This is an optimization exercise on Yosys and OpenROAD, whose aim is small area, a short achievable clock period and few clock cycles, not a production implementation. Where RTL was checked, it was by simulation tests only, not by an equivalence proof against the original. For runs 1, 2, 5 and 6, only the layout was checked, not whether the RTL still works. Power figures rest on the tool's default switching activity, not on a simulated workload.

**flow/config.mk**
```make
export PLATFORM = sky130hd
export DESIGN_NAME = Top_lvl
export DESIGN_NICKNAME = Top_lvl
export VERILOG_FILES = /design/flow/design.v
export SDC_FILE = /design/flow/constraint.sdc
export NUM_CORES = 4
export LEC_CHECK = 0
export CAP_MARGIN = 20
export CORE_MARGIN = 2
export CORE_UTILIZATION = 40
export SETUP_SLACK_MARGIN = 3.0
export SLEW_MARGIN = 20
```
**flow/design.v**
```verilog
module Top_lvl (clk,start,mem_addr,mem_data,MIN_WEIGHT,MIN_PATH_NODES,donee);
input clk,start;
output [17:0] mem_addr;
input [17:0] mem_data;
output [14:0] MIN_WEIGHT;
output [17:0] MIN_PATH_NODES;  
output reg donee;
localparam V0=3'd0, V1=3'd1, V2=3'd2, WK=3'd3, DN=3'd4, FIN=3'd5;
reg [2:0] st;
reg [3:0] d;             
reg [17:0] x;            
reg [14:0] wcur;         
reg [14:0] bud;          
reg [14:0] wmin;         
reg [17:0] best;         
reg [3:0] bd;            
reg [3:0] oc;            
reg [2:0] T;             
reg tv;                  
reg [17:0] S [1:7];      
reg [1:0]  R [1:7];      
reg [14:0] W [1:7];      
reg tv2;
reg [2:0] T2;
integer l;
always @* begin
  tv2 = 1'b0; T2 = 3'd1;
  for (l = 1; l <= 7; l = l + 1)
    if (l < T && R[l] != 2'd0) begin tv2 = 1'b1; T2 = l; end
end
wire [2:0] bdm1 = bd[2:0] - 3'd1;       
wire [2:0] ridx = donee ? oc[2:0] - 3'd1 : T;
wire [17:0] sr = S[ridx];
wire [1:0] RT = R[T];
wire [17:0] nx1 = sr + 18'd1;           
wire [17:0] xk = x + {16'd0, 1'b1, st == V2};    
wire [17:0] best1 = best + 18'd1;       
wire [11:0] w = mem_data[11:0];
wire [2:0] nc = mem_data[2:0];
wire prune = (bud[14:12] == 3'd0) && (w >= bud[11:0]);
wire [14:0] wsum = wcur + {3'b000, w};
wire end1 = prune || d[3];              
wire end2 = (nc == 3'd0);
wire v1 = (st == V1), v2 = (st == V2);
wire fin = (v1 && end1) || (v2 && end2);    
wire leaf = fin && !(v1 && prune);          
wire over = (fin && !tv && !leaf) || (st == FIN);    
reg [17:0] addr;
always @* begin
  if (st == V0) addr = mem_data;
  else if (st == WK) addr = mem_data + 18'd1;
  else if (!(v1 || v2) || fin) addr = tv ? nx1 : best1;
  else addr = xk;
end
assign mem_addr = start ? 18'd0 : addr;
assign MIN_WEIGHT = wmin;
assign MIN_PATH_NODES = (oc == 4'd1) ? 18'd0 : (oc > bd) ? 18'h3FFFF : sr;
reg sw, rw, ww;
reg [2:0] si;
reg [17:0] sd;
reg [1:0] rd;
always @* begin
  sw = 1'b0; rw = 1'b0; ww = 1'b0; si = d[2:0]; sd = xk; rd = nc[1:0] - 2'd1;
  if (v2 && !end2) begin sw = 1'b1; rw = 1'b1; ww = 1'b1; end
  if (fin && tv) begin sw = 1'b1; rw = 1'b1; si = T; sd = nx1; rd = RT - 2'd1; end
  if (over) begin sw = (bd >= 4'd2); si = bdm1; sd = best; end
  if (st == WK) begin sw = 1'b1; si = d[2:0] - 3'd1; sd = mem_data; end
end
always @(posedge clk) begin
  if (sw) S[si] <= sd;
  if (rw) R[si] <= rd;
  if (ww) W[si] <= wcur;
end
always @(posedge clk) begin
  if (start) begin
    st <= V1; d <= 4'd1; x <= 18'd0; wcur <= 15'd0;
    bud <= 15'h7FFF; wmin <= 15'h7FFF; donee <= 1'b0; tv <= 1'b0;
  end else begin
    case (st)
      V0: begin
        x <= mem_data;
        bud <= wmin - wcur;
        st <= V1;
      end
      V1: begin
        wcur <= wsum;
        if (!end1) st <= V2;
      end
      V2: if (!end2) begin
        d <= d + 4'd1;
        st <= V0;
        if (nc[2:1] != 2'b00) begin T <= d[2:0]; tv <= 1'b1; end
      end
      WK: begin
        d <= d - 4'd1;
        if (d == 4'd3) begin donee <= 1'b1; oc <= 4'd1; end
        if (d == 4'd2) begin st <= DN; oc <= 4'd2; end
      end
      DN: if (oc <= 4'd8) oc <= oc + 4'd1;
      default: ;
    endcase
    if (leaf) begin wmin <= v1 ? wsum : wcur; best <= x; bd <= d; end
    if (fin) begin
      if (tv) begin
        d <= {1'b0, T} + 4'd1;
        wcur <= W[T];
        st <= V0;
        if (RT == 2'd1) begin T <= T2; tv <= tv2; end
      end else if (leaf) st <= FIN;
    end
    if (over) begin
      d <= bd - 4'd1;
      if (bd >= 4'd3) begin
        st <= WK;
        if (bd == 4'd3) begin donee <= 1'b1; oc <= 4'd1; end
      end else begin
        st <= DN; donee <= 1'b1; oc <= 4'd1;
      end
    end
  end
end
endmodule  
```
**flow/run.sh**
```bash
#!/bin/bash
# synth_recipe.tcl (not shown) runs the flow's synth.tcl, then flattens the netlist and writes it again
# the make line also repeats each setting of config.mk as NAME=value (left out here)
make -C /OpenROAD-flow-scripts/flow DESIGN_CONFIG=/design/flow/config.mk WORK_HOME=/design/flow/orfs CLKGATE_MAP_FILE= SYNTH_SCRIPT=/design/flow/synth_recipe.tcl finish
```
**flow/constraint.sdc**
```tcl
create_clock -name core_clock -period 7.5 [get_ports {clk}]
set_input_delay 1.5000 -clock core_clock [delete_from_list [all_inputs] [get_ports {clk}]]
set_output_delay 1.5000 -clock core_clock [all_outputs]
set_load 0.01 [all_outputs]
```
==> out/summary.txt, run 1 <==
SYNTH
----------------------------------------------------------------------------------
Post-synth top cells                                                  276 x edfxtp_1, 174 x nand2_1, 154 x nor2_1
Primary flip-flop cell chosen by synthesis mapping                        edfxtp_1
Flip-flop and latch count after synthesis                                      351
Count of flip-flops with a built-in enable after synthesis                     276
Synthesized area per cell                                                 10.5 um2
Largest area contributor in the synthesized netlist                       edfxtp_1
Total nets after synthesis                                                    1808
Top area cells in the synthesized netlist                             edfxtp_1 46%, dfxtp_1 8.2%, ha_1 4.1%, a21oi_1 3.7%, nand2_1 3.6%
Number of different library cells in the post-synthesis netlist                 74
Portion of synthesized cell area occupied by the leading cell type           45.5%
Library cell with the highest instance count after synthesis              edfxtp_1
Post-synthesis sequential area ratio                                         53.8%
Instance count of the mapped netlist                                          1727
Synthesized area                                                         18200 um2
Share of async-settable or async-resettable flops after synthesis               0%
Synthesis warning total                                                          1

SETUP PATH
----------------------------------------------------------------------------------
Setup slack on the worst flop-to-flop path                                 2.92 ns
Crit path arrival time                                                     3.98 ns
Count of cells along the worst register-to-register path                         8
Kind of capture point of the worst setup path                          output port
Cells along the critical path                                         inv_2 -> ha_4 -> and2_4 -> nor2_4 -> buf_12 -> a311oi_2 -> a31oi_1 -> buf_4 -> or3_4 -> nand4bb_4 -> nor3_4 -> xor2_2 -> a211o_1 -> a31oi_2 -> buf_2
Reg-to-reg startpoint                                                           tv
Critical Path Max Stage Delay                                              0.42 ns
Worst setup path class                                                flip-flop to output port
Crit path buffers/inverters                                                      4
Slowest cell on crit path                                                 edfxtp_1
Worst path top cell family by delay                                   simple AND/OR/NAND/NOR gates
Worst path depth                                                                15
Launch point of the critical path                                            oc[0]
Critical Path Start Type                                                 flip-flop
FF-to-FF End                                                              S[1][10]
Crit path max fanout                                                            13
Critical Path RT                                                           6.00 ns
Worst Setup EP                                                        mem_addr[17]

POWER
----------------------------------------------------------------------------------
Peak VDD IR                                                             0.000201 V
PnR Total Power                                                          0.00913 W
Total leakage power                                                        8.31 nW
Power per standard cell area                                            396 nW/um2

FLOORPLANNING
----------------------------------------------------------------------------------
Die Width                                                                   217 um
Die H                                                                       217 um
Core Area                                                                45200 um2
Number of primary I/O pins                                                      72
Floorplan die area                                                       47200 um2
Total number of placement rows                                                  78
Starting Density                                                             40.3%

PLACE
----------------------------------------------------------------------------------
Pre-CTS WS                                                                0.834 ns
Final Wtd Congestion                                                         0.866
Half-perimeter wire length of the detailed placement result               35600 um
Post-place instance area                                                 19800 um2
Number of buffers added on ports                                                71

CLOCKING
----------------------------------------------------------------------------------
TritonCTS Buffers                                                               40
TritonCTS clock tree                                                          done
Number of H-tree levels                                                          2
Worst-Skew Late Latency                                                    0.57 ns
Post-cts hold buffer count                                                       0
Clk slew on worst S/H paths                                                0.06 ns
Number of clock sinks                                                          351
Clock Path Buffers                                                               3
Clock tree root driver cell                                              clkbuf_16

DRT
----------------------------------------------------------------------------------
Average wire per standard cell                                             22.6 um
DR iter-0 viols                                                               1385
Number of remaining DRC errors                                                   0
DR vias/cell                                                                  5.91
First drt pass iteration count                                                   6
Routed vias                                                                  14.8k
Residual antenna-violating net count after detailed routing                      0
Final wirelength                                                          56600 um

CELLS AND AREA
----------------------------------------------------------------------------------
Fin nets                                                                      1951
Antenna Cells                                                                    0
Share of final-layout standard cells stronger than drive strength 1          22.9%
Final core utilization                                                       51.0%
Non-Filler Cell Area, Final                                              23000 um2
Filler Cells Inserted                                                         3976
FF/Latch Area                                                             9800 um2
Area used by multi-input combinational logic                              8940 um2
Area overhead of the layout relative to synthesis                            26.6%

GLOBAL ROUTE
----------------------------------------------------------------------------------
Grt ovf                                                                          0
Global routing usage summed across all routing layers                        23.9%
Global-route wire length before repair                                    86600 um
Number of global-route vias before repair                                    14.2k
Maximum number of pins on one net before global-route repair                    50
Antenna violations before repair                                                 2

STA
----------------------------------------------------------------------------------
Max Slew Vio Count                                                               0
Final setup violation count                                                      0
Sum of negative setup slack                                                   0 ns
Final setup margin                                                         2.02 ns
Unrepaired setup endpoints after global routing                               true
Clock skew after layout                                                  0.0274 ns
Worst slew pin tran                                                        1.13 ns
F_max                                                                      182 MHz
Final period utilization                                                     73.1%
Final hold violation count                                                       0
Final critical delay including setup and external delays                   5.48 ns
Remaining max-slew budget at the tightest pin                                24.6%

WORST HOLD PATH
----------------------------------------------------------------------------------
Hold path startpoint                                                        bud[4]
Tightest Hold Check Type                                              flip-flop to flip-flop

RUN
----------------------------------------------------------------------------------
Max cap viols                                                                    0

RUN STATUS
----------------------------------------------------------------------------------
Result of the run                                 no timing/DRC/antenna violations

-- worst register-to-register path, cell delays in order (launching register included) --
cell and delay [ns]:
dfxtp_1 1.06, inv_1 0.67, nor2_1 0.53, a31o_2 0.68, nand2_1 0.21, o2111a_1 0.22
or3_1 0.43, nor2_2 0.11, buf_4 0.33
-- how the worst min path moves through the flow --
stage	to	slack, ns	cells past startpoint
5_1_grt	bud[4]	0.49	2
3_5_place_dp	bud[4]	0.45	2
2_1_floorplan	bd[0]	0.43	0
3_3_place_gp	bud[14]	0.45	2
6_report	bud[4]	0.47	2
4_1_cts	bud[4]	0.47	2
-- registers in the layout, summed over array words and instances, names as in the netlist, named ones only --
signal / flops
S: 126
W: 105
best: 18
x: 18
R: 16
bud: 15
wcur: 15
wmin: 15
bd: 4
d: 4
oc: 4
T: 3
st: 3
donee: 1
tv: 1
-- report_power, final --
group,internal (W),switching [W],leakage [nW],total (W)
Clock,0.00119,0.000822,0.655,0.00201
Combinational,0.00168,0.00250,4.50,0.00417
Sequential,0.00265,0.000295,3.16,0.00295
-- layout by cell type (no fill, tap or decap), types with 18 or more instances in the layout --
| master | n |
|---|---|
| nand3_1 | 94 |
| nor3_1 | 32 |
| a211oi_1 | 49 |
| o21ai_0 | 78 |
| a31oi_1 | 21 |
| ha_1 | 48 |
| buf_12 | 19 |
| o211ai_1 | 22 |
| buf_2 | 18 |
| nor2_1 | 134 |
| dfxtp_1 | 72 |
| buf_6 | 22 |
| a21oi_1 | 121 |
| edfxtp_1 | 276 |
| clkbuf_16 | 40 |
| xnor2_1 | 43 |
| buf_4 | 101 |
| nand2_1 | 170 |
| clkdlybuf4s50_1 | 26 |
| mux4_2 | 20 |
| xor2_1 | 20 |
| inv_1 | 53 |
| mux2i_1 | 29 |
-- per-stage QoR --
| step | cells | hold slack [ns] |
|---|---|---|
| floorplan | 1727 | 0.435 |
| global placement | 2327 | 0.453 |
| detailed placement | 2327 | 0.454 |
| CTS | 2480 | 0.468 |
| global route | 2502 | 0.494 |
| finish | 2502 | 0.468 |
-- kinds of logic (layout without fill, tap and decap cells) --
group	Yosys count	after routing	synth area share, %
flops	351	351	53.8
buf+inv	166	339	3.73
compound gates	452	453	15.7
fa+ha+maj	61	61	4.28
simple gates	566	567	14.4
xor+xnor	74	74	3.60
mux	57	57	4.56
-- metal layers --
| layer | share of wire [%] | global-route usage (%) |
|---|---|---|
| met5 | 0.032 | 0 |
| met4 | 2.1 | 6.35 |
| met3 | 8.3 | 4.37 |
| met2 | 46 | 37.0 |
| met1 | 44 | 34.3 |
-- timing repair --
item / 4_1_cts / 5_1_grt
pin swaps: 41 / 24
gates cloned: 7 / 0
gates resized for setup: 287 / 64
setup buffers: 72 / 22
setup endpoints to repair: 411 / 260
endpoints found under the hold margin: 0 / 0
-- final cells by class --
type / instances / share of cell area (%)
repair buffers: 208 / 8.64
inverters: 57 / 0.945
clock inverters: 26 / 1.29
multi-input cells: 1212 / 38.8
well taps: 600 / 3.26
flip-flops and latches: 351 / 42.5
clock buffers: 48 / 4.56
==> run 2, diff against run 1 <==
--- a/flow/config.mk
+++ b/flow/config.mk
@@ -5,6 +5,7 @@
 export SDC_FILE = /design/flow/constraint.sdc
 export NUM_CORES = 4
 export LEC_CHECK = 0
+export ABC_CLOCK_PERIOD_IN_PS = 2500
 export CAP_MARGIN = 20
 export CORE_MARGIN = 2
 export CORE_UTILIZATION = 40
==> out/summary.txt, run 2 <==
SETUP PATH
-------------------------------------------------------------------------------------
Critical Path Start Type                                                    flip-flop
Cells along the critical path                                            inv_2 -> ha_4 -> and2_4 -> nor2_4 -> buf_12 -> a311oi_2 -> a31oi_1 -> buf_4 -> or3_4 -> nand4bb_4 -> nor3_4 -> xor2_2 -> a211o_1 -> a31oi_2 -> buf_2
Worst path top cell family by delay                                      simple AND/OR/NAND/NOR gates
Critical Path Max Stage Delay                                                 0.42 ns   about the same
Crit path max fanout                                                               13   unchanged
Crit path buffers/inverters                                                         4   unchanged
Worst setup path class                                                   flip-flop to output port
FF-to-FF End                                                                 S[1][10]
Count of cells along the worst register-to-register path                            8   unchanged
Kind of capture point of the worst setup path                             output port
Reg-to-reg startpoint                                                              tv
Setup slack on the worst flop-to-flop path                                    2.92 ns   about the same
Critical Path RT                                                              6.00 ns   about the same
Slowest cell on crit path                                                    edfxtp_1
Crit path arrival time                                                        3.98 ns   about the same

CELLS AND AREA
-------------------------------------------------------------------------------------
Filler Cells Inserted                                                            3976   unchanged
Share of final-layout standard cells stronger than drive strength 1             22.9%   unchanged
Largest register FFs                                                              126   unchanged
Commonest cells after routing, fill and taps aside                       276 x edfxtp_1, 170 x nand2_1, 134 x nor2_1, 121 x a21oi_1, 101 x buf_4
Area overhead of the layout relative to synthesis                               26.6%   unchanged
Register with the most flip-flops                                                   S
Antenna Cells                                                                       0   unchanged
Most frequent standard cell in the layout excluding fill and tap cells       edfxtp_1
Fin nets                                                                         1951   unchanged
Non-Filler Cell Area, Final                                                 23000 um2   unchanged
Regs by FF count                                                         S (126), W (105)
Final core utilization                                                          51.0%   unchanged

RUN
-------------------------------------------------------------------------------------
Max cap viols                                                                       0   unchanged

DRT
-------------------------------------------------------------------------------------
DR iter-0 viols                                                                  1385   unchanged
Final wirelength                                                             56600 um   unchanged
Wire length the detailed router placed on met1                               24900 um   unchanged
First drt pass iteration count                                                      6   unchanged
Average wire per standard cell                                                22.6 um   unchanged
Uppermost metal layer occupied by signal nets                                    met5
Amount of wire on met2 after detailed routing                                25800 um   unchanged
Residual antenna-violating net count after detailed routing                         0   unchanged
Number of remaining DRC errors                                                      0   unchanged
DR vias/cell                                                                     5.91   unchanged
Routed met3 length                                                            4700 um   unchanged
Routed vias                                                                     14.8k   unchanged

GLOBAL ROUTE
-------------------------------------------------------------------------------------
Maximum number of pins on one net before global-route repair                       50   unchanged
Number of global-route vias before repair                                       14.2k   unchanged
Grt ovf                                                                             0   unchanged
Global-route wire length before repair                                       86600 um   unchanged
Global routing usage summed across all routing layers                           23.9%   unchanged
Antenna violations before repair                                                    2   unchanged

SYNTH
-------------------------------------------------------------------------------------
Post-synthesis sequential area ratio                                            53.8%   unchanged
Total nets after synthesis                                                       1808   unchanged
Instance count of the mapped netlist                                             1727   unchanged
Library cell with the highest instance count after synthesis                 edfxtp_1
Primary flip-flop cell chosen by synthesis mapping                           edfxtp_1
Flip-flop and latch count after synthesis                                         351   unchanged
Largest area contributor in the synthesized netlist                          edfxtp_1
Share of async-settable or async-resettable flops after synthesis                  0%   unchanged
Number of different library cells in the post-synthesis netlist                    74   unchanged
Count of flip-flops with a built-in enable after synthesis                        276   unchanged
Synthesis warning total                                                             1   unchanged
Synthesized area                                                            18200 um2   unchanged
Synthesized area per cell                                                    10.5 um2   unchanged
Top area cells in the synthesized netlist                                edfxtp_1 46%, dfxtp_1 8.2%, ha_1 4.1%, a21oi_1 3.7%, nand2_1 3.6%
Post-synth top cells                                                     276 x edfxtp_1, 174 x nand2_1, 154 x nor2_1
Portion of synthesized cell area occupied by the leading cell type              45.5%   unchanged

FLOORPLANNING
-------------------------------------------------------------------------------------
Floorplan die area                                                          47200 um2   unchanged
Number of primary I/O pins                                                         72   unchanged
Core Area                                                                   45200 um2   unchanged
Total number of placement rows                                                     78   unchanged
Die H                                                                          217 um   unchanged
Starting Density                                                                40.3%   unchanged
Die Width                                                                      217 um   unchanged

STA
-------------------------------------------------------------------------------------
Worst slew pin tran                                                           1.13 ns   unchanged
Remaining max-slew budget at the tightest pin                                   24.6%   unchanged
Sum of negative setup slack                                                      0 ns   unchanged
F_max                                                                         182 MHz   unchanged
Final critical delay including setup and external delays                      5.48 ns   unchanged
Max Slew Vio Count                                                                  0   unchanged
Clock skew after layout                                                     0.0274 ns   unchanged
Final period utilization                                                        73.1%   unchanged
Final hold violation count                                                          0   unchanged
Unrepaired setup endpoints after global routing                                  true
Final setup violation count                                                         0   unchanged
Final setup margin                                                            2.02 ns   unchanged

PLACE
-------------------------------------------------------------------------------------
Number of buffers added on ports                                                   71   unchanged
Pre-CTS WS                                                                   0.834 ns   unchanged
Final Wtd Congestion                                                            0.866   unchanged
Half-perimeter wire length of the detailed placement result                  35600 um   unchanged
Post-place instance area                                                    19800 um2   unchanged

WORST HOLD PATH
-------------------------------------------------------------------------------------
Hold path startpoint                                                           bud[4]
Worst hold stages                                                                   2   unchanged
Tightest Hold Check Type                                                 flip-flop to flip-flop
End point of the most critical hold path                                       bud[4]

POWER
-------------------------------------------------------------------------------------
Total leakage power                                                           8.31 nW   unchanged
Power per standard cell area                                               396 nW/um2   unchanged
Peak VDD IR                                                                0.000201 V   unchanged

CLOCKING
-------------------------------------------------------------------------------------
Post-cts hold buffer count                                                          0   unchanged
Clock Path Buffers                                                                  3   unchanged
Clk slew on worst S/H paths                                                   0.06 ns   about the same
Number of clock sinks                                                             351   unchanged
Number of H-tree levels                                                             2   unchanged
TritonCTS clock tree                                                             done
Worst-Skew Late Latency                                                       0.57 ns   about the same
Clock tree root driver cell                                                 clkbuf_16
TritonCTS Buffers                                                                  40   unchanged

RUN STATUS
-------------------------------------------------------------------------------------
Result of the run                                    no timing/DRC/antenna violations

-- run 2: cell counts in the layout (fill, tap and decap cells not counted) --
Identical to the previous run, type by type.
-- run 2: layer usage --
layer / up-vias / global-route usage [%]
li1: 6750 / -
met1: 7290 / 34.3
met2: 633 / 37.0
met3: 98 / 4.37
met4: 4 / 6.35
met5: - / 0
-- run 2: timing repair --
item                       CTS  global route
resized for setup          287            64
hold endpoints to repair     0             0
pin swaps                   41            24
gates cloned                 7             0
buffers inserted            72            22
setup endpoints to repair  411           260
-- run 2: layout make-up --
type / count / area, um2 / area share [%]
clock inverter: 26 / 298 / 1.29
clock buffer: 48 / 1050 / 4.56
timing repair buffer: 208 / 1990 / 8.64
inverter: 57 / 218 / 0.945
sequential: 351 / 9800 / 42.5
multi-input combinational: 1212 / 8940 / 38.8
tap: 600 / 751 / 3.26
-- run 2: worst register-to-register path, cell delays in order, from the launching register on --
cell and delay, ns:
dfxtp_1 1.06, inv_1 0.67, nor2_1 0.53, a31o_2 0.68, nand2_1 0.21, o2111a_1 0.22
or3_1 0.43, nor2_2 0.11, buf_4 0.33
-- run 2: worst max-delay path by stage --
stage                     slack (ns)          from  cells past startpoint            to
after floorplan                 2.71  mem_data[11]                     10  mem_addr[17]
after CTS                       2.04         oc[0]                     16  mem_addr[12]
after global routing            1.87         oc[0]                     16  mem_addr[17]
after global placement          0.87         oc[0]                     12  mem_addr[17]
after detailed placement        0.83  mem_data[11]                     13   mem_addr[0]
final                           2.02         oc[0]                     15  mem_addr[17]
-- run 2: logic make-up after synthesis --
family | count (synthesis) | share of synthesized area (%)
compound gates | 452 | 15.7
xor+xnor | 74 | 3.60
fa+ha+maj | 61 | 4.28
buf+inv | 166 | 3.73
flops | 351 | 53.8
mux | 57 | 4.56
simple gates | 566 | 14.4
-- run 2: metrics by stage --
stage	power [W]	instances	hold slack (ns)
global route	0.00959	2502	0.494
global placement	0.00628	2327	0.453
finish	0.00913	2502	0.468
floorplan	0.00512	1727	0.435
CTS	0.00891	2480	0.468
detailed placement	0.00633	2327	0.454
-- run 2: power breakdown --
group | total (W) | leakage (nW) | internal [W] | switching [W]
Sequential | 0.00295 | 3.16 | 0.00265 | 0.000295
Combinational | 0.00417 | 4.50 | 0.00168 | 0.00250
Clock | 0.00201 | 0.655 | 0.00119 | 0.000822
Total | 0.00913 | 8.31 | 0.00552 | 0.00361
==> run 3, diff against run 2 <==
--- a/flow/design.v
+++ b/flow/design.v
@@ -14,7 +14,6 @@
 reg [14:0] wmin;         
 reg [17:0] best;         
 reg [3:0] bd;            
-reg [3:0] oc;            
 reg [2:0] T;             
 reg tv;                  
 reg [17:0] S [1:7];      
@@ -29,8 +28,7 @@
     if (l < T && R[l] != 2'd0) begin tv2 = 1'b1; T2 = l; end
 end
 wire [2:0] bdm1 = bd[2:0] - 3'd1;       
-wire [2:0] ridx = donee ? oc[2:0] - 3'd1 : T;
-wire [17:0] sr = S[ridx];
+wire [17:0] sr = S[T];
 wire [1:0] RT = R[T];
 wire [17:0] nx1 = sr + 18'd1;           
 wire [17:0] xk = x + {16'd0, 1'b1, st == V2};    
@@ -54,7 +52,7 @@
 end
 assign mem_addr = start ? 18'd0 : addr;
 assign MIN_WEIGHT = wmin;
-assign MIN_PATH_NODES = (oc == 4'd1) ? 18'd0 : (oc > bd) ? 18'h3FFFF : sr;
+assign MIN_PATH_NODES = (st != DN || d == 4'd1) ? 18'd0 : (d > bd) ? 18'h3FFFF : sr;
 reg sw, rw, ww;
 reg [2:0] si;
 reg [17:0] sd;
@@ -93,10 +91,13 @@
       end
       WK: begin
         d <= d - 4'd1;
-        if (d == 4'd3) begin donee <= 1'b1; oc <= 4'd1; end
-        if (d == 4'd2) begin st <= DN; oc <= 4'd2; end
+        if (d == 4'd3) donee <= 1'b1;
+        if (d == 4'd2) begin st <= DN; d <= 4'd2; T <= 3'd1; end
       end
-      DN: if (oc <= 4'd8) oc <= oc + 4'd1;
+      DN: begin
+        if (d <= 4'd8) d <= d + 4'd1;
+        T <= T + 3'd1;
+      end
       default: ;
     endcase
     if (leaf) begin wmin <= v1 ? wsum : wcur; best <= x; bd <= d; end
@@ -112,9 +113,9 @@
       d <= bd - 4'd1;
       if (bd >= 4'd3) begin
         st <= WK;
-        if (bd == 4'd3) begin donee <= 1'b1; oc <= 4'd1; end
+        if (bd == 4'd3) donee <= 1'b1;
       end else begin
-        st <= DN; donee <= 1'b1; oc <= 4'd1;
+        st <= DN; donee <= 1'b1; d <= 4'd1; T <= 3'd0;
       end
     end
   end
==> flow/config.mk (replaced) <==
export PLATFORM = sky130hd
export DESIGN_NAME = Top_lvl
export DESIGN_NICKNAME = Top_lvl
export VERILOG_FILES = /design/flow/design.v
export SDC_FILE = /design/flow/constraint.sdc
export NUM_CORES = 4
export LEC_CHECK = 0
export CAP_MARGIN = 20
export CORE_MARGIN = 2
export CORE_UTILIZATION = 40
export SETUP_SLACK_MARGIN = 4.0
export SLEW_MARGIN = 20
==> out/summary.txt, run 3 <==
DRT
-------------------------------------------------------------------------------------
DR iter-0 viols                                                                  1327   -4.2%
Routed vias                                                                     14.7k   -0.37%
Final wirelength                                                             60900 um   +7.6%
Average wire per standard cell                                                24.6 um   +8.7%
First drt pass iteration count                                                      5   -1
DR vias/cell                                                                     5.95   +0.67%
Residual antenna-violating net count after detailed routing                         0   unchanged
Number of remaining DRC errors                                                      0   unchanged

POWER
-------------------------------------------------------------------------------------
PnR Total Power                                                              0.0101 W   +10%
P_int                                                                       0.00606 W   +9.9%
Peak VDD IR                                                                0.000221 V   +9.9%
Total leakage power                                                           9.09 nW   +9.4%
Clock power frac                                                                18.5%   -3.5 points
Logic pwr share                                                                 52.6%   +6.9 points
Switching share of power                                                        39.8%   +0.24 points
Portion of total power attributed to sequential cells                           28.8%   -3.5 points
Power per standard cell area                                               405 nW/um2   +2.4%
Net switching power                                                         0.00401 W   +11%

CELLS AND AREA
-------------------------------------------------------------------------------------
Antenna Cells                                                                       0   unchanged
Register with the most flip-flops                                                   S
Regs by FF count                                                         S (126), W (105)
Area overhead of the layout relative to synthesis                               37.2%
Share of final-layout standard cells stronger than drive strength 1             34.1%   +11 points
Fin nets                                                                         1932   -0.97%
Final core utilization                                                          55.9%   +4.9 points
Most frequent standard cell in the layout excluding fill and tap cells       edfxtp_1
Largest register FFs                                                              126   unchanged
Commonest cells after routing, fill and taps aside                       272 x edfxtp_1, 134 x nand2_1, 104 x nor2_1, 100 x buf_4, 84 x buf_6

RUN STATUS
-------------------------------------------------------------------------------------
Result of the run                                    no timing/DRC/antenna violations

PLACE
-------------------------------------------------------------------------------------
Half-perimeter wire length of the detailed placement result                  36000 um   +1.2%
Final Wtd Congestion                                                            0.879   +1.5%
Number of buffers added on ports                                                   71   unchanged

SETUP PATH
-------------------------------------------------------------------------------------
Critical Path Start Type                                                   input port
Slowest cell on crit path                                                      mux2_4
Crit path arrival time                                                        3.85 ns   -0.13 ns
Critical Path Max Stage Delay                                                 0.33 ns   -0.09 ns
Critical Path RT                                                              6.00 ns   about the same
Worst setup path class                                                   input port to output port
Crit path max fanout                                                                4   -9
Kind of capture point of the worst setup path                             output port
Cells along the critical path                                            buf_6 -> buf_6 -> ha_4 -> nand2_4 -> o21ai_4 -> o21ai_4 -> a21oi_4 -> o31a_1 -> buf_4 -> mux2_4 -> a211oi_4 -> nor3_4 -> buf_2

SYNTH
-------------------------------------------------------------------------------------
Post-synth top cells                                                     272 x edfxtp_1, 143 x nand2_1, 123 x nor2_1
Largest area contributor in the synthesized netlist                          edfxtp_1
Synthesis warning total                                                             1   unchanged
Library cell with the highest instance count after synthesis                 edfxtp_1
Portion of synthesized cell area occupied by the leading cell type              45.1%   -0.41 points
Number of different library cells in the post-synthesis netlist                    88   +19%
Primary flip-flop cell chosen by synthesis mapping                           edfxtp_1
Total nets after synthesis                                                       1681   -7.0%
Instance count of the mapped netlist                                             1602   -7.2%
Flip-flop and latch count after synthesis                                         347   -1.1%
Synthesized area per cell                                                    11.3 um2   +7.2%
Top area cells in the synthesized netlist                                edfxtp_1 45%, dfxtp_1 8.3%, ha_1 3.9%, mux4_2 3.9%, a21oi_1 3.0%
Share of async-settable or async-resettable flops after synthesis                  0%   unchanged
Synthesized area                                                            18100 um2   -0.54%
Count of flip-flops with a built-in enable after synthesis                        272   -1.4%
Post-synthesis sequential area ratio                                            53.4%   -0.37 points

CLOCKING
-------------------------------------------------------------------------------------
TritonCTS Buffers                                                                  39   -2.5%
Number of clock sinks                                                             347   -1.1%
Worst-Skew Late Latency                                                       0.57 ns   about the same
Post-cts hold buffer count                                                          0   unchanged
Clock tree root driver cell                                                 clkbuf_16
Number of H-tree levels                                                             2   unchanged
Clock Path Buffers                                                                  3   unchanged
TritonCTS clock tree                                                             done
Clk slew on worst S/H paths                                                   0.05 ns   about the same

GLOBAL ROUTE
-------------------------------------------------------------------------------------
Number of global-route vias before repair                                       14.3k   +0.89%
Antenna violations before repair                                                    2   unchanged
Maximum number of pins on one net before global-route repair                       69   +38%
Grt ovf                                                                             0   unchanged
Global-route wire length before repair                                       89100 um   +3.0%
Global routing usage summed across all routing layers                           25.2%   +1.4 points

STA
-------------------------------------------------------------------------------------
Remaining max-slew budget at the tightest pin                                   37.7%   +13 points
Final hold violation count                                                          0   unchanged
Unrepaired setup endpoints after global routing                                  true
Final critical delay including setup and external delays                      5.35 ns   -0.133 ns
Worst slew pin tran                                                          0.934 ns   -0.195 ns
Final setup violation count                                                         0   unchanged
Sum of negative setup slack                                                      0 ns   unchanged
Clock skew after layout                                                     0.0288 ns   +0.00143 ns
Max Slew Vio Count                                                                  0   unchanged
Final period utilization                                                        71.3%   -1.8 points
F_max                                                                         187 MHz   +2.5%

FLOORPLANNING
-------------------------------------------------------------------------------------
Total number of placement rows                                                     77   -1.3%
Number of primary I/O pins                                                         72   unchanged
Starting Density                                                                40.8%   +0.48 points
Die Width                                                                      217 um   -0.27%
Floorplan die area                                                          47000 um2   -0.53%
Core Area                                                                   44400 um2   -1.7%
Die H                                                                          217 um   -0.27%

WORST HOLD PATH
-------------------------------------------------------------------------------------
Tightest Hold Check Type                                                 flip-flop to flip-flop

RUN
-------------------------------------------------------------------------------------
Max cap viols                                                                       0   unchanged

run 3: cell type report:
class                   instances  area, um2
clock buffers                  52       1070
clock inverters                20        169
fillers                      3603      19600
inverters                      53        214
multi-input cells            1112       9630
flip-flops and latches        347       9700
well taps                     592        741
repair buffers                300       3320
run 3: timing repair:
| item | in CTS | in global routing |
|---|---|---|
| endpoints found under the setup margin | 492 | 474 |
| gates cloned | 16 | 4 |
| pin swaps | 80 | 60 |
| resized for setup | 464 | 103 |
| buffers inserted | 143 | 37 |
run 3: final timing paths:
check	from	cells past startpoint	slack, ns	endpoint
max	mem_data[11]	13	2.15	mem_addr[0]
min	bud[13]	2	0.47	bud[13]
max reg2reg	st[0]	12	3.58	S[1][6]
min reg2reg	bud[13]	2	0.47	bud[13]
run 3: logic make-up after synthesis:
logic type      share of synthesized area [%]
buf+inv                                  3.39
xor+xnor                                 3.39
fa+ha+maj                                4.16
flops                                    53.4
compound gates                           15.1
simple gates                             12.4
mux                                      8.20
run 3: per-stage QoR:
stage               area [um2]  cells  setup WS [ns]  hold WS (ns)
detailed placement       20100   2204           1.06         0.460
global placement         20100   2204           1.09         0.447
floorplan                18800   1602           2.80         0.437
global route             24800   2476           2.08         0.495
finish                   24800   2476           2.15         0.473
CTS                      24000   2435           2.22         0.479
run 3: power by group through the flow:
stage	combinational, W	clock (W)	sequential, W
after global routing	0.00561	0.00197	0.00293
after floorplan	0.00259	0	0.00275
after detailed placement	0.00343	0	0.00300
final	0.00530	0.00186	0.00290
after CTS	0.00484	0.00190	0.00291
after global placement	0.00339	0	0.00299
run 3: critical path: cells and delay by family:
family	cells	cell delay (ns)
buffers and inverters	4	0.55
AND/OR/NAND/NOR	2	0.16
adder cells (fa/ha/maj)	1	0.29
multiplexers	1	0.33
AO/OA/AOI/OAI	5	1.00
run 3: routing by layer:
metal	vias up	part of all wire [%]	track usage (%)
li1	6618	-	-
met1	7235	39	32.1
met2	711	47	41.2
met3	152	8.4	5.62
met4	4	4.7	11.4
met5	-	0.039	0
Testbench counts of run 3, summed over its fixed seeds: cycles 13,924.
==> run 4, diff against run 3 <==
--- a/flow/config.mk
+++ b/flow/config.mk
@@ -8,5 +8,5 @@
 export CAP_MARGIN = 20
 export CORE_MARGIN = 2
 export CORE_UTILIZATION = 40
-export SETUP_SLACK_MARGIN = 4.0
+export SETUP_SLACK_MARGIN = 3.0
 export SLEW_MARGIN = 20
==> out/summary.txt, run 4 <==
SYNTH
-------------------------------------------------------------------------------------
Library cell with the highest instance count after synthesis                 edfxtp_1
Primary flip-flop cell chosen by synthesis mapping                           edfxtp_1
Largest area contributor in the synthesized netlist                          edfxtp_1
Count of flip-flops with a built-in enable after synthesis                        272   unchanged
Share of async-settable or async-resettable flops after synthesis                  0%   unchanged
Portion of synthesized cell area occupied by the leading cell type              45.1%   unchanged
Total nets after synthesis                                                       1681   unchanged
Number of different library cells in the post-synthesis netlist                    88   unchanged
Instance count of the mapped netlist                                             1602   unchanged
Synthesis warning total                                                             1   unchanged
Post-synthesis sequential area ratio                                            53.4%   unchanged
Synthesized area                                                            18100 um2   unchanged
Flip-flop and latch count after synthesis                                         347   unchanged
Synthesized area per cell                                                    11.3 um2   unchanged
Post-synth top cells                                                     272 x edfxtp_1, 143 x nand2_1, 123 x nor2_1
Top area cells in the synthesized netlist                                edfxtp_1 45%, dfxtp_1 8.3%, ha_1 3.9%, mux4_2 3.9%, a21oi_1 3.0%

CELLS AND AREA
-------------------------------------------------------------------------------------
Area used by multi-input combinational logic                                 8720 um2   -9.4%
Fin nets                                                                         1796   -7.0%
Filler Cells Inserted                                                            3882   +7.7%
Register with the most flip-flops                                                   S
Area overhead of the layout relative to synthesis                               22.8%
FF/Latch Area                                                                9690 um2   -0.10%
Commonest cells after routing, fill and taps aside                       272 x edfxtp_1, 137 x nand2_1, 112 x nor2_1, 90 x a21oi_1, 68 x dfxtp_1
Regs by FF count                                                         S (126), W (105)
Share of final-layout standard cells stronger than drive strength 1             21.7%   -12 points
Antenna Cells                                                                       0   unchanged
Most frequent standard cell in the layout excluding fill and tap cells       edfxtp_1
Number of cells in the finished layout apart from fillers                        2340   -5.5%
Largest register FFs                                                              126   unchanged

POWER
-------------------------------------------------------------------------------------
Peak VDD IR                                                                0.000220 V   -0.54%
Power per standard cell area                                               403 nW/um2   -0.58%
Total leakage power                                                           7.99 nW   -12%

PLACE
-------------------------------------------------------------------------------------
Placed Cells                                                                     2212   +0.36%
Half-perimeter wire length of the detailed placement result                  36400 um   +1.1%
Number of buffers added on ports                                                   71   unchanged
Final Wtd Congestion                                                            0.914   +4.0%
Pre-CTS WS                                                                   0.797 ns   -0.267 ns

GLOBAL ROUTE
-------------------------------------------------------------------------------------
Maximum number of pins on one net before global-route repair                       50   -28%
Number of global-route vias before repair                                       13.3k   -6.7%
Antenna violations before repair                                                    5   +3
Global routing usage summed across all routing layers                           23.1%   -2.2 points
Grt ovf                                                                             0   unchanged
Global-route wire length before repair                                       82100 um   -7.8%

DRT
-------------------------------------------------------------------------------------
Residual antenna-violating net count after detailed routing                         0   unchanged
First drt pass iteration count                                                      7   +2
DR iter-0 viols                                                                  1366   +2.9%
DR vias/cell                                                                     5.98   +0.64%
Routed vias                                                                     14.0k   -4.9%
Final wirelength                                                             55900 um   -8.2%
Average wire per standard cell                                                23.9 um   -2.9%
Number of remaining DRC errors                                                      0   unchanged

SETUP PATH
-------------------------------------------------------------------------------------
Cells along the critical path                                            buf_6 -> buf_6 -> ha_4 -> nand2_4 -> o21ai_4 -> o21ai_4 -> a21oi_4 -> buf_6 -> o31ai_4 -> buf_6 -> buf_6 -> nand2_2 -> nand3_2 -> a221oi_4 -> buf_2
Crit path arrival time                                                        3.78 ns   -0.07 ns
Reg-to-reg startpoint                                                           st[0]
Crit path max fanout                                                                4   unchanged
Count of cells along the worst register-to-register path                            9   -3
Worst Setup EP                                                            mem_addr[1]
FF-to-FF End                                                                 S[7][14]
Critical Path RT                                                              6.00 ns   about the same
Critical Path Max Stage Delay                                                 0.38 ns   +0.05 ns
Launch point of the critical path                                        mem_data[11]
Slowest cell on crit path                                                    a221oi_4
Kind of capture point of the worst setup path                             output port
Worst setup path class                                                   input port to output port
Critical Path Start Type                                                   input port
Cell mode on critical path                                                      buf_6
Setup slack on the worst flop-to-flop path                                    3.62 ns   +0.04 ns

FLOORPLANNING
-------------------------------------------------------------------------------------
Die Width                                                                      217 um   unchanged
Die H                                                                          217 um   unchanged
Floorplan die area                                                          47000 um2   unchanged
Total number of placement rows                                                     77   unchanged
Number of primary I/O pins                                                         72   unchanged
Core Area                                                                   44400 um2   unchanged
Starting Density                                                                40.8%   unchanged

STA
-------------------------------------------------------------------------------------
Sum of negative setup slack                                                      0 ns   unchanged
Worst slew pin tran                                                           1.16 ns   +0.221 ns
Final setup margin                                                            2.22 ns   +0.0669 ns
Clock skew after layout                                                     0.0206 ns   -0.00821 ns
Hold Slack                                                                   0.473 ns   -0.000735 ns
Final setup violation count                                                         0   unchanged
Final period utilization                                                        70.4%   -0.89 points
Final critical delay including setup and external delays                      5.28 ns   -0.0669 ns
Final hold violation count                                                          0   unchanged
Remaining max-slew budget at the tightest pin                                   22.2%   -16 points
Unrepaired setup endpoints after global routing                                  true
Max Slew Vio Count                                                                  0   unchanged
F_max                                                                         189 MHz   +1.3%

CLOCKING
-------------------------------------------------------------------------------------
Number of clock sinks                                                             347   unchanged
Worst-Skew Late Latency                                                       0.57 ns   about the same
TritonCTS Buffers                                                                  40   +2.6%
Clock tree root driver cell                                                 clkbuf_16
Clk slew on worst S/H paths                                                   0.06 ns   about the same
TritonCTS clock tree                                                             done
Clock Path Buffers                                                                  3   unchanged
Number of H-tree levels                                                             2   unchanged

RUN
-------------------------------------------------------------------------------------
Max cap viols                                                                       0   unchanged

WORST HOLD PATH
-------------------------------------------------------------------------------------
Tightest Hold Check Type                                                 flip-flop to flip-flop

RUN STATUS
-------------------------------------------------------------------------------------
Result of the run                                    no timing/DRC/antenna violations

==> run 4: cell types whose count changed in the layout (fill, tap and decap cells not counted), moves of 14 or more <==
cell and change:
a21oi_1 +21, buf_12 -28, buf_2 -14, buf_4 -33, buf_6 -61
==> run 4: cells by family after synthesis <==
logic type / Yosys count / synth area share, %
compound gates: 406 / 15.1
xor+xnor: 70 / 3.39
fa+ha+maj: 59 / 4.16
buf+inv: 147 / 3.39
flops: 347 / 53.4
mux: 105 / 8.20
simple gates: 468 / 12.4
==> run 4: routing by layer <==
metal / track usage, % / share of wire [%]
met4: 8.58 / 3.6
met5: 0 / 0.091
met2: 37.3 / 47
met1: 30.8 / 42
met3: 4.44 / 8.1
==> run 4: cell type report <==
type | instances | area share, %
clock buffers | 51 | 4.78
clock inverters | 22 | 1.33
inverters | 53 | 0.929
multi-input cells | 1111 | 39.2
flip-flops and latches | 347 | 43.6
well taps | 592 | 3.33
repair buffers | 164 | 6.81
==> run 4: how the worst min path moves through the flow <==
stage / startpoint / end / cells after the start
after global placement: x[0] / best[0] / 0
after global routing: bud[3] / bud[3] / 2
after CTS: x[0] / best[0] / 0
final: x[0] / best[0] / 0
after floorplan: x[0] / best[0] / 0
after detailed placement: x[0] / best[0] / 0
==> run 4: critical path: cells and delay by family <==
kind | cells | cell delay [ns]
AO/OA/AOI/OAI | 5 | 0.95
buffers and inverters | 6 | 0.82
adder cells (fa/ha/maj) | 1 | 0.29
AND/OR/NAND/NOR | 3 | 0.20
==> run 4: power by group <==
part | total (W) | internal, W | leakage, nW | switching (W)
Clock | 0.00200 | 0.00119 | 0.638 | 0.000813
Sequential | 0.00290 | 0.00257 | 3.12 | 0.000321
Combinational | 0.00406 | 0.00158 | 4.23 | 0.00248
==> run 4: metrics by stage <==
stage          instance area [um2]  power [W]  utilization, %
2_1_floorplan                18500    0.00521               -
3_3_place_gp                 19900    0.00628            44.7
3_5_place_dp                 19900    0.00633            44.7
4_1_cts                      21700    0.00865            48.8
5_1_grt                      22200    0.00936            50.0
6_report                     22200    0.00896            50.0
==> run 4: repair_timing <==
action / in CTS / in global routing
setup endpoints to repair: 382 / 305
pin swaps: 31 / 23
gates cloned: 1 / 4
hold endpoints to repair: 0 / 0
buffers inserted: 22 / 28
gates resized for setup: 204 / 66
hold buffers: 0 / 0
==> run 5, diff against run 4 <==
--- a/flow/design.v
+++ b/flow/design.v
@@ -9,7 +9,6 @@
 reg [2:0] st;
 reg [3:0] d;             
 reg [17:0] x;            
-reg [14:0] wcur;         
 reg [14:0] bud;          
 reg [14:0] wmin;         
 reg [17:0] best;         
@@ -36,10 +35,12 @@
 wire [11:0] w = mem_data[11:0];
 wire [2:0] nc = mem_data[2:0];
 wire prune = (bud[14:12] == 3'd0) && (w >= bud[11:0]);
-wire [14:0] wsum = wcur + {3'b000, w};
 wire end1 = prune || d[3];              
 wire end2 = (nc == 3'd0);
 wire v1 = (st == V1), v2 = (st == V2);
+wire [14:0] bw = bud - {3'b000, w};     
+wire [2:0] dm1 = d[2:0] - 3'd1;         
+wire [14:0] wp = wmin - ((st == V0) ? W[dm1] : v1 ? bw : bud);
 wire fin = (v1 && end1) || (v2 && end2);    
 wire leaf = fin && !(v1 && prune);          
 wire over = (fin && !tv && !leaf) || (st == FIN);    
@@ -62,26 +63,26 @@
   if (v2 && !end2) begin sw = 1'b1; rw = 1'b1; ww = 1'b1; end
   if (fin && tv) begin sw = 1'b1; rw = 1'b1; si = T; sd = nx1; rd = RT - 2'd1; end
   if (over) begin sw = (bd >= 4'd2); si = bdm1; sd = best; end
-  if (st == WK) begin sw = 1'b1; si = d[2:0] - 3'd1; sd = mem_data; end
+  if (st == WK) begin sw = 1'b1; si = dm1; sd = mem_data; end
 end
 always @(posedge clk) begin
   if (sw) S[si] <= sd;
   if (rw) R[si] <= rd;
-  if (ww) W[si] <= wcur;
+  if (ww) W[si] <= wp;
 end
 always @(posedge clk) begin
   if (start) begin
-    st <= V1; d <= 4'd1; x <= 18'd0; wcur <= 15'd0;
+    st <= V1; d <= 4'd1; x <= 18'd0;
     bud <= 15'h7FFF; wmin <= 15'h7FFF; donee <= 1'b0; tv <= 1'b0;
   end else begin
     case (st)
       V0: begin
         x <= mem_data;
-        bud <= wmin - wcur;
+        bud <= wp;
         st <= V1;
       end
       V1: begin
-        wcur <= wsum;
+        bud <= bw;
         if (!end1) st <= V2;
       end
       V2: if (!end2) begin
@@ -100,11 +101,10 @@
       end
       default: ;
     endcase
-    if (leaf) begin wmin <= v1 ? wsum : wcur; best <= x; bd <= d; end
+    if (leaf) begin wmin <= wp; best <= x; bd <= d; end
     if (fin) begin
       if (tv) begin
         d <= {1'b0, T} + 4'd1;
-        wcur <= W[T];
         st <= V0;
         if (RT == 2'd1) begin T <= T2; tv <= tv2; end
       end else if (leaf) st <= FIN;
--- a/flow/config.mk
+++ b/flow/config.mk
@@ -8,5 +8,6 @@
 export CAP_MARGIN = 20
 export CORE_MARGIN = 2
 export CORE_UTILIZATION = 40
+export CTS_BUF_LIST = sky130_fd_sc_hd__clkbuf_4 sky130_fd_sc_hd__clkbuf_8
 export SETUP_SLACK_MARGIN = 3.0
 export SLEW_MARGIN = 20
==> out/summary.txt, run 5 <==
RUN STATUS
-----------------------------------------------------------------------------------------------------
Result of the run                                                    no timing/DRC/antenna violations

SYNTH
-----------------------------------------------------------------------------------------------------
Synthesis warning total                                                                             1   unchanged
Share of async-settable or async-resettable flops after synthesis                                  0%   unchanged
Number of different library cells in the post-synthesis netlist                                    78   -11%
Post-synthesis sequential area ratio                                                            52.0%   -1.4 points
Library cell with the highest instance count after synthesis                                 edfxtp_1
Proportion of synthesized area in mux cells                                                     9.23%   +1.0 points
Total nets after synthesis                                                                       1737   +3.3%
Post-synthesis simple-gate area fraction                                                        12.5%   +0.13 points
Post-synthesis share of cell area spent on full adders, half adders and majority gates          4.18%   +0.023 points
Synthesized area per cell                                                                    10.9 um2   -3.9%
Xor and xnor area share after synthesis                                                         3.45%   +0.067 points
Dominant combinational cell family by area after synthesis                               compound AO/OA/AOI/OAI gates
Flip-flop and latch count after synthesis                                                         332   -4.3%
Top area cells in the synthesized netlist                                                edfxtp_1 45%, dfxtp_1 6.7%, mux4_2 4.1%, a21oi_1 4.1%, ha_1 4.0%
Synthesized area                                                                            18000 um2   -0.55%
Largest area contributor in the synthesized netlist                                          edfxtp_1
Instance count of the mapped netlist                                                             1658   +3.5%
Post-synth top cells                                                                     272 x edfxtp_1, 171 x nand2_1, 148 x a21oi_1
Count of flip-flops with a built-in enable after synthesis                                        272   unchanged
Primary flip-flop cell chosen by synthesis mapping                                           edfxtp_1
Portion of synthesized cell area occupied by the leading cell type                              45.4%   +0.25 points
Compound-gate portion of the synthesized area                                                   15.0%   -0.077 points

WORST HOLD PATH
-----------------------------------------------------------------------------------------------------
Tightest Hold Check Type                                                                 flip-flop to flip-flop

GLOBAL ROUTE
-----------------------------------------------------------------------------------------------------
Antenna violations before repair                                                                    3   -2
Global routing usage summed across all routing layers                                           23.8%   +0.71 points
Global-route wire length before repair                                                       84100 um   +2.4%
Maximum number of pins on one net before global-route repair                                       42   -16%
Number of global-route vias before repair                                                       14.0k   +4.9%
Grt ovf                                                                                             0   unchanged

DRT
-----------------------------------------------------------------------------------------------------
Number of remaining DRC errors                                                                      0   unchanged
Residual antenna-violating net count after detailed routing                                         0   unchanged
First drt pass iteration count                                                                      7   unchanged
DR iter-0 viols                                                                                  1350   -1.2%
Final wirelength                                                                             57500 um   +3.0%
DR vias/cell                                                                                     5.83   -2.6%
Routed vias                                                                                     14.5k   +3.9%
Average wire per standard cell                                                                23.1 um   -3.4%

STA
-----------------------------------------------------------------------------------------------------
Max Slew Vio Count                                                                                  0   unchanged
Hold Slack                                                                                   0.495 ns   +0.0222 ns
Worst slew pin tran                                                                           1.23 ns   +0.0789 ns
Unrepaired setup endpoints after global routing                                                  true
Final setup margin                                                                            2.18 ns   -0.0382 ns
Sum of negative setup slack                                                                      0 ns   unchanged
Final critical delay including setup and external delays                                      5.32 ns   +0.0382 ns
Clock skew after layout                                                                     0.0466 ns   +0.0260 ns
Final period utilization                                                                        70.9%   +0.51 points
Remaining max-slew budget at the tightest pin                                                   17.4%   -4.7 points
Final hold violation count                                                                          0   unchanged
F_max                                                                                         188 MHz   -0.72%
Final setup violation count                                                                         0   unchanged

CLOCKING
-----------------------------------------------------------------------------------------------------
Clock Path Buffers                                                                                  3   unchanged
Clk slew on worst S/H paths                                                                   0.06 ns   about the same
Worst-Skew Late Latency                                                                       0.66 ns   +0.09 ns
Number of clock sinks                                                                             332   -4.3%
TritonCTS clock tree                                                                             done
Number of H-tree levels                                                                             2   unchanged
TritonCTS Buffers                                                                                  56   +40%
Clock tree root driver cell                                                                  clkbuf_8

SETUP PATH
-----------------------------------------------------------------------------------------------------
Slowest cell on crit path                                                                       or4_4
Setup slack on the worst flop-to-flop path                                                    2.98 ns   -0.64 ns
Critical Path RT                                                                              6.00 ns   about the same
Cells along the critical path                                                            buf_12 -> inv_12 -> ha_4 -> nand4_1 -> or4_4 -> o31a_1 -> buf_6 -> nand2_8 -> mux2_4 -> a211oi_4 -> a211oi_2 -> buf_2
Worst path top cell family by delay                                                      simple AND/OR/NAND/NOR gates
Crit path arrival time                                                                        3.82 ns   +0.04 ns
Critical Path Max Stage Delay                                                                 0.43 ns   +0.05 ns
Worst setup path class                                                                   input port to output port
Crit path max fanout                                                                                6   +2
Crit path buffers/inverters                                                                         4   -2
Kind of capture point of the worst setup path                                             output port
Critical Path Start Type                                                                   input port

PLACE
-----------------------------------------------------------------------------------------------------
Placed Cells                                                                                     2266   +2.4%
Final Wtd Congestion                                                                            0.953   +4.2%
Half-perimeter wire length of the detailed placement result                                  37000 um   +1.5%
Number of buffers added on ports                                                                   71   unchanged
Pre-CTS WS                                                                                   0.561 ns   -0.236 ns

FLOORPLANNING
-----------------------------------------------------------------------------------------------------
Die H                                                                                          216 um   -0.27%
Floorplan die area                                                                          46700 um2   -0.53%
Number of primary I/O pins                                                                         72   unchanged
Die Width                                                                                      216 um   -0.27%
Total number of placement rows                                                                     77   unchanged
Core Area                                                                                   44300 um2   -0.22%
Starting Density                                                                                40.6%   -0.13 points

CELLS AND AREA
-----------------------------------------------------------------------------------------------------
Commonest cells after routing, fill and taps aside                                       272 x edfxtp_1, 160 x nand2_1, 118 x a21oi_1, 113 x buf_4, 108 x nor2_1
Largest register FFs                                                                              126   unchanged
Antenna Cells                                                                                       0   unchanged
Fin nets                                                                                         1933   +7.6%
Share of final-layout standard cells stronger than drive strength 1                             30.6%   +8.9 points
Number of cells in the finished layout apart from fillers                                        2494   +6.6%
Most frequent standard cell in the layout excluding fill and tap cells                       edfxtp_1
Area used by multi-input combinational logic                                                 9590 um2   +9.9%
Filler Cells Inserted                                                                            3850   -0.82%
Register with the most flip-flops                                                                   S
Area overhead of the layout relative to synthesis                                               30.0%
FF/Latch Area                                                                                9390 um2   -3.0%
Regs by FF count                                                                         S (126), W (105)

POWER
-----------------------------------------------------------------------------------------------------
Peak VDD IR                                                                                0.000398 V   +81%
Power per standard cell area                                                               500 nW/um2   +24%
Total leakage power                                                                           8.76 nW   +9.6%

RUN
-----------------------------------------------------------------------------------------------------
Max cap viols                                                                                       0   unchanged

[run 5: logic make-up after synthesis]
logic type / Yosys count
xor+xnor: 71
fa+ha+maj: 59
mux: 122
compound gates: 425
flops: 332
simple gates: 486
buf+inv: 163
[run 5: cell type report]
class                   count  area share, %
clock buffers              70           3.77
clock inverters            36           1.28
inverters                  66           1.31
multi-input cells        1166           40.9
flip-flops and latches    332           40.1
well taps                 592           3.16
repair buffers            232           9.43
[run 5: power by group]
part	internal, W	leakage (nW)	switching, W
Clock	0.000926	0.629	0.000771
Sequential	0.00294	2.97	0.000251
Combinational	0.00269	5.16	0.00414
[run 5: layer usage]
| layer | track usage (%) | share of wire, % | wire length [um] |
|---|---|---|---|
| met2 | 38.2 | 47 | 26800 |
| met5 | 0 | 0.023 | 13 |
| met3 | 6.12 | 8.9 | 5130 |
| met4 | 7.79 | 3.0 | 1700 |
| met1 | 31.4 | 42 | 23900 |
[run 5: path summary, 6_finish.rpt]
check / start / endpoint / depth (start not counted)
setup reg to reg: d[1] / W[5][14] / 20
hold / removal: x[17] / x[17] / 2
hold reg to reg: x[17] / x[17] / 2
setup / recovery: mem_data[9] / mem_addr[0] / 12
[run 5: timing repair]
action	CTS	global route
hold buffers	0	0
endpoints found under the setup margin	536	376
cloned	3	2
hold endpoints to repair	0	0
setup buffers	87	30
pin swaps	51	65
gates resized for setup	303	150
[run 5: stage by stage]
step | cell area [um2] | utilization (%) | power, W
finish | 23400 | 52.8 | 0.0117
global route | 23400 | 52.8 | 0.0123
CTS | 22500 | 50.8 | 0.0111
detailed placement | 20000 | 45.0 | 0.00846
global placement | 20000 | 45.0 | 0.00839
floorplan | 18600 | - | 0.00682
[run 5: worst reg2reg max path, delay by kind of cell (launching register included)]
kind            cells  cell delay, ns
fa+ha+maj           2            0.65
mux                 1            0.30
buf+inv             6            0.81
flops               1            0.40
xor+xnor            2            0.46
simple gates        3            0.51
compound gates      6            1.10
==> run 6, diff against run 5 <==
--- a/flow/config.mk
+++ b/flow/config.mk
@@ -8,6 +8,5 @@
 export CAP_MARGIN = 20
 export CORE_MARGIN = 2
 export CORE_UTILIZATION = 40
-export CTS_BUF_LIST = sky130_fd_sc_hd__clkbuf_4 sky130_fd_sc_hd__clkbuf_8
-export SETUP_SLACK_MARGIN = 3.0
+export SETUP_SLACK_MARGIN = 2.5
 export SLEW_MARGIN = 20
==> out/summary.txt, run 6 <==
PLACE
-------------------------------------------------------------------------------------
Half-perimeter wire length of the detailed placement result                  37300 um   +0.81%
Number of buffers added on ports                                                   71   unchanged
Final Wtd Congestion                                                            0.933   -2.1%

POWER
-------------------------------------------------------------------------------------
Total leakage power                                                           8.01 nW   -8.6%
Portion of total power attributed to sequential cells                           29.0%   +1.8 points
Peak VDD IR                                                                0.000378 V   -5.1%
Switching share of power                                                        44.1%   +0.084 points
Net switching power                                                         0.00484 W   -6.2%
Logic pwr share                                                                 55.1%   -3.2 points
P_int                                                                       0.00613 W   -6.5%
Power per standard cell area                                               493 nW/um2   -1.6%
Clock power frac                                                                15.8%   +1.3 points

RUN
-------------------------------------------------------------------------------------
Max cap viols                                                                       0   unchanged

DRT
-------------------------------------------------------------------------------------
DR iter-0 viols                                                                  1353   +0.22%
Routed met3 length                                                            4180 um   -19%
DR vias/cell                                                                     5.86   +0.55%
First drt pass iteration count                                                      7   unchanged
Wire length the detailed router placed on met1                               24000 um   +0.33%
Routed vias                                                                     14.1k   -3.1%
Amount of wire on met2 after detailed routing                                25800 um   -3.8%
Final wirelength                                                             55400 um   -3.7%
Average wire per standard cell                                                23.1 um   about the same
Number of remaining DRC errors                                                      0   unchanged
Uppermost metal layer occupied by signal nets                                    met4
Residual antenna-violating net count after detailed routing                         0   unchanged

SETUP PATH
-------------------------------------------------------------------------------------
Worst Setup EP                                                            mem_addr[1]
Count of cells along the worst register-to-register path                           18   -10%
Worst setup path class                                                   input port to output port
Crit path max fanout                                                                5   -1
FF-to-FF End                                                                 W[1][14]
Kind of capture point of the worst setup path                             output port
Setup slack on the worst flop-to-flop path                                    2.68 ns   -0.30 ns
Launch point of the critical path                                        mem_data[11]
Crit path arrival time                                                        3.80 ns   -0.02 ns
Critical Path Start Type                                                   input port
Critical Path RT                                                              6.00 ns   about the same
Reg-to-reg startpoint                                                            d[1]

STA
-------------------------------------------------------------------------------------
Final critical delay including setup and external delays                      5.30 ns   -0.0165 ns
Unrepaired setup endpoints after global routing                                  true
F_max                                                                         189 MHz   +0.31%
Final period utilization                                                        70.7%   -0.22 points
Clock skew after layout                                                     0.0220 ns   -0.0247 ns
Max Slew Vio Count                                                                  0   unchanged
Worst slew pin tran                                                           1.06 ns   -0.177 ns
Sum of negative setup slack                                                      0 ns   unchanged
Remaining max-slew budget at the tightest pin                                   28.8%   +11 points
Final setup violation count                                                         0   unchanged
Final hold violation count                                                          0   unchanged

CELLS AND AREA
-------------------------------------------------------------------------------------
Antenna Cells                                                                       0   unchanged
Area overhead of the layout relative to synthesis                               23.7%
Commonest cells after routing, fill and taps aside                       272 x edfxtp_1, 164 x nand2_1, 130 x a21oi_1, 111 x nor2_1, 90 x buf_4
Most frequent standard cell in the layout excluding fill and tap cells       edfxtp_1
Regs by FF count                                                         S (126), W (105)
Largest register FFs                                                              126   unchanged
Share of final-layout standard cells stronger than drive strength 1             23.5%   -7.1 points
Fin nets                                                                         1861   -3.7%
Register with the most flip-flops                                                   S
Final core utilization                                                          50.3%   -2.6 points

SYNTH
-------------------------------------------------------------------------------------
Synthesis warning total                                                             1   unchanged
Primary flip-flop cell chosen by synthesis mapping                           edfxtp_1
Total nets after synthesis                                                       1737   unchanged
Instance count of the mapped netlist                                             1658   unchanged
Top area cells in the synthesized netlist                                edfxtp_1 45%, dfxtp_1 6.7%, mux4_2 4.1%, a21oi_1 4.1%, ha_1 4.0%
Flip-flop and latch count after synthesis                                         332   unchanged
Largest area contributor in the synthesized netlist                          edfxtp_1
Portion of synthesized cell area occupied by the leading cell type              45.4%   unchanged
Number of different library cells in the post-synthesis netlist                    78   unchanged
Post-synth top cells                                                     272 x edfxtp_1, 171 x nand2_1, 148 x a21oi_1
Share of async-settable or async-resettable flops after synthesis                  0%   unchanged
Count of flip-flops with a built-in enable after synthesis                        272   unchanged
Synthesized area per cell                                                    10.9 um2   unchanged
Synthesized area                                                            18000 um2   unchanged
Library cell with the highest instance count after synthesis                 edfxtp_1
Post-synthesis sequential area ratio                                            52.0%   unchanged

CLOCKING
-------------------------------------------------------------------------------------
Clock tree root driver cell                                                 clkbuf_16
Worst-Skew Late Latency                                                       0.56 ns   -0.10 ns
Number of clock sinks                                                             332   unchanged
Number of H-tree levels                                                             2   unchanged
TritonCTS clock tree                                                             done
Post-cts hold buffer count                                                          0   unchanged
Clk slew on worst S/H paths                                                   0.06 ns   about the same
TritonCTS Buffers                                                                  38   -32%
Clock Path Buffers                                                                  3   unchanged

FLOORPLANNING
-------------------------------------------------------------------------------------
Die Width                                                                      216 um   unchanged
Starting Density                                                                40.6%   unchanged
Number of primary I/O pins                                                         72   unchanged
Core Area                                                                   44300 um2   unchanged
Die H                                                                          216 um   unchanged
Floorplan die area                                                          46700 um2   unchanged
Total number of placement rows                                                     77   unchanged

GLOBAL ROUTE
-------------------------------------------------------------------------------------
Grt ovf                                                                             0   unchanged
Maximum number of pins on one net before global-route repair                       42   unchanged
Antenna violations before repair                                                    1   -2
Global-route wire length before repair                                       83300 um   -0.96%
Global routing usage summed across all routing layers                           23.5%   -0.30 points
Number of global-route vias before repair                                       13.5k   -3.4%

RUN STATUS
-------------------------------------------------------------------------------------
Result of the run                                    no timing/DRC/antenna violations

WORST HOLD PATH
-------------------------------------------------------------------------------------
Worst hold stages                                                                   0   -2
Tightest Hold Check Type                                                 flip-flop to flip-flop

==> run 6: cell counts after synthesis <==
Identical to the previous run, type by type.
==> run 6: cell families (layout without fill, tap and decap cells) <==
group,after synthesis,after routing,synth area share [%]
simple gates,486,489,12.5
compound gates,425,425,15.0
flops,332,332,52.0
buf+inv,163,313,3.59
mux,122,122,9.23
xor+xnor,71,71,3.45
fa+ha+maj,59,59,4.18
==> run 6: critical path, cell delays in order <==
cell and delay [ns]:
buf_12 0.09, inv_6 0.04, ha_4 0.26, nand4_1 0.12
or4_4 0.45, o31a_4 0.37, and2_4 0.20, buf_6 0.12
nand2_2 0.06, nand3_2 0.11, a221oi_4 0.29, buf_2 0.18
==> run 6: how the worst min path moves through the flow <==
stage	from	endpoint	slack (ns)
after floorplan	x[0]	best[0]	0.44
after global placement	x[0]	best[0]	0.45
after detailed placement	x[0]	best[0]	0.47
after CTS	x[0]	best[0]	0.47
after global routing	x[0]	best[0]	0.49
final	x[0]	best[0]	0.49
==> run 6: cell type report <==
| class | count | area [um2] |
|---|---|---|
| Tap cell | 592 | 741 |
| Fill cell | 3952 | 22000 |
| Sequential cell | 332 | 9380 |
| Timing Repair Buffer | 178 | 1570 |
| Clock buffer | 45 | 997 |
| Clock inverter | 24 | 164 |
| Multi-Input combinational cell | 1166 | 9150 |
| Inverter | 66 | 283 |
==> run 6: metal layers <==
metal / up-vias / track usage (%)
li1: 6476 / -
met1: 6961 / 33.1
met4: 0 / 6.85
met5: - / 0
met2: 548 / 37.2
met3: 101 / 3.94
==> run 6: power by group through the flow <==
stage,sequential [W],clock (W),combinational (W)
floorplan,0.00308,0,0.00361
global placement,0.00324,0,0.00509
detailed placement,0.00325,0,0.00516
CTS,0.00319,0.00176,0.00566
global route,0.00322,0.00184,0.00651
finish,0.00319,0.00174,0.00605
==> run 6: timing repair <==
action,in CTS,in global routing
endpoints found under the setup margin,417,139
pin swaps,44,31
gates cloned,2,1
hold endpoints to repair,0,0
buffers inserted,51,14
gates resized for setup,265,53
==> run 6: per-stage QoR <==
| stage | power, W | cell area, um2 | hold slack, ns | setup WS (ns) | cells |
|---|---|---|---|---|---|
| finish | 0.0110 | 22300 | 0.488 | 2.20 | 2403 |
| global route | 0.0116 | 22300 | 0.491 | 2.16 | 2403 |
| CTS | 0.0106 | 21900 | 0.472 | 2.23 | 2388 |
| detailed placement | 0.00841 | 19900 | 0.470 | 0.564 | 2266 |
| global placement | 0.00833 | 19900 | 0.446 | 0.672 | 2266 |
| floorplan | 0.00669 | 18400 | 0.437 | 2.07 | 1658 |

## re-timing with driven ports
The results above use ideal ports. As a check the final layouts listed here were re-extracted and re-timed, cells and wires unchanged. Step 1: set_driving_cell puts a clkbuf_16 on clk and a buf_2 on each other input, an assumption about the parent block. Step 2 times the ports against the registers' clock, not the clock port: input delays grow and output delays shrink by t, the midpoint of the rising clock arrivals with the driver on. a / b / c = no drivers / after step 1 / after step 2; a / b = the first two.
run	t, ns	slack for setup (ns)	slew at the worst register clock pin (ns)
run 1	0.619	2.020 / 1.959 / 2.111	0.06 / 0.06
run 2	0.619	2.020 / 1.959 / 2.111	0.06 / 0.06
run 3	0.619	2.153 / 2.121 / 2.121	0.07 / 0.07
run 4	0.615	2.220 / 2.189 / 2.189	0.06 / 0.06
run 5	0.688	2.182 / 2.098 / 2.012	0.07 / 0.07
run 6	0.608	2.199 / 2.130 / 1.916	0.06 / 0.06
After both steps every run listed still meets setup and hold. The setup slack of run 6, which loses most, moves by -0.069 ns with the drivers and by -0.283 ns with both steps.
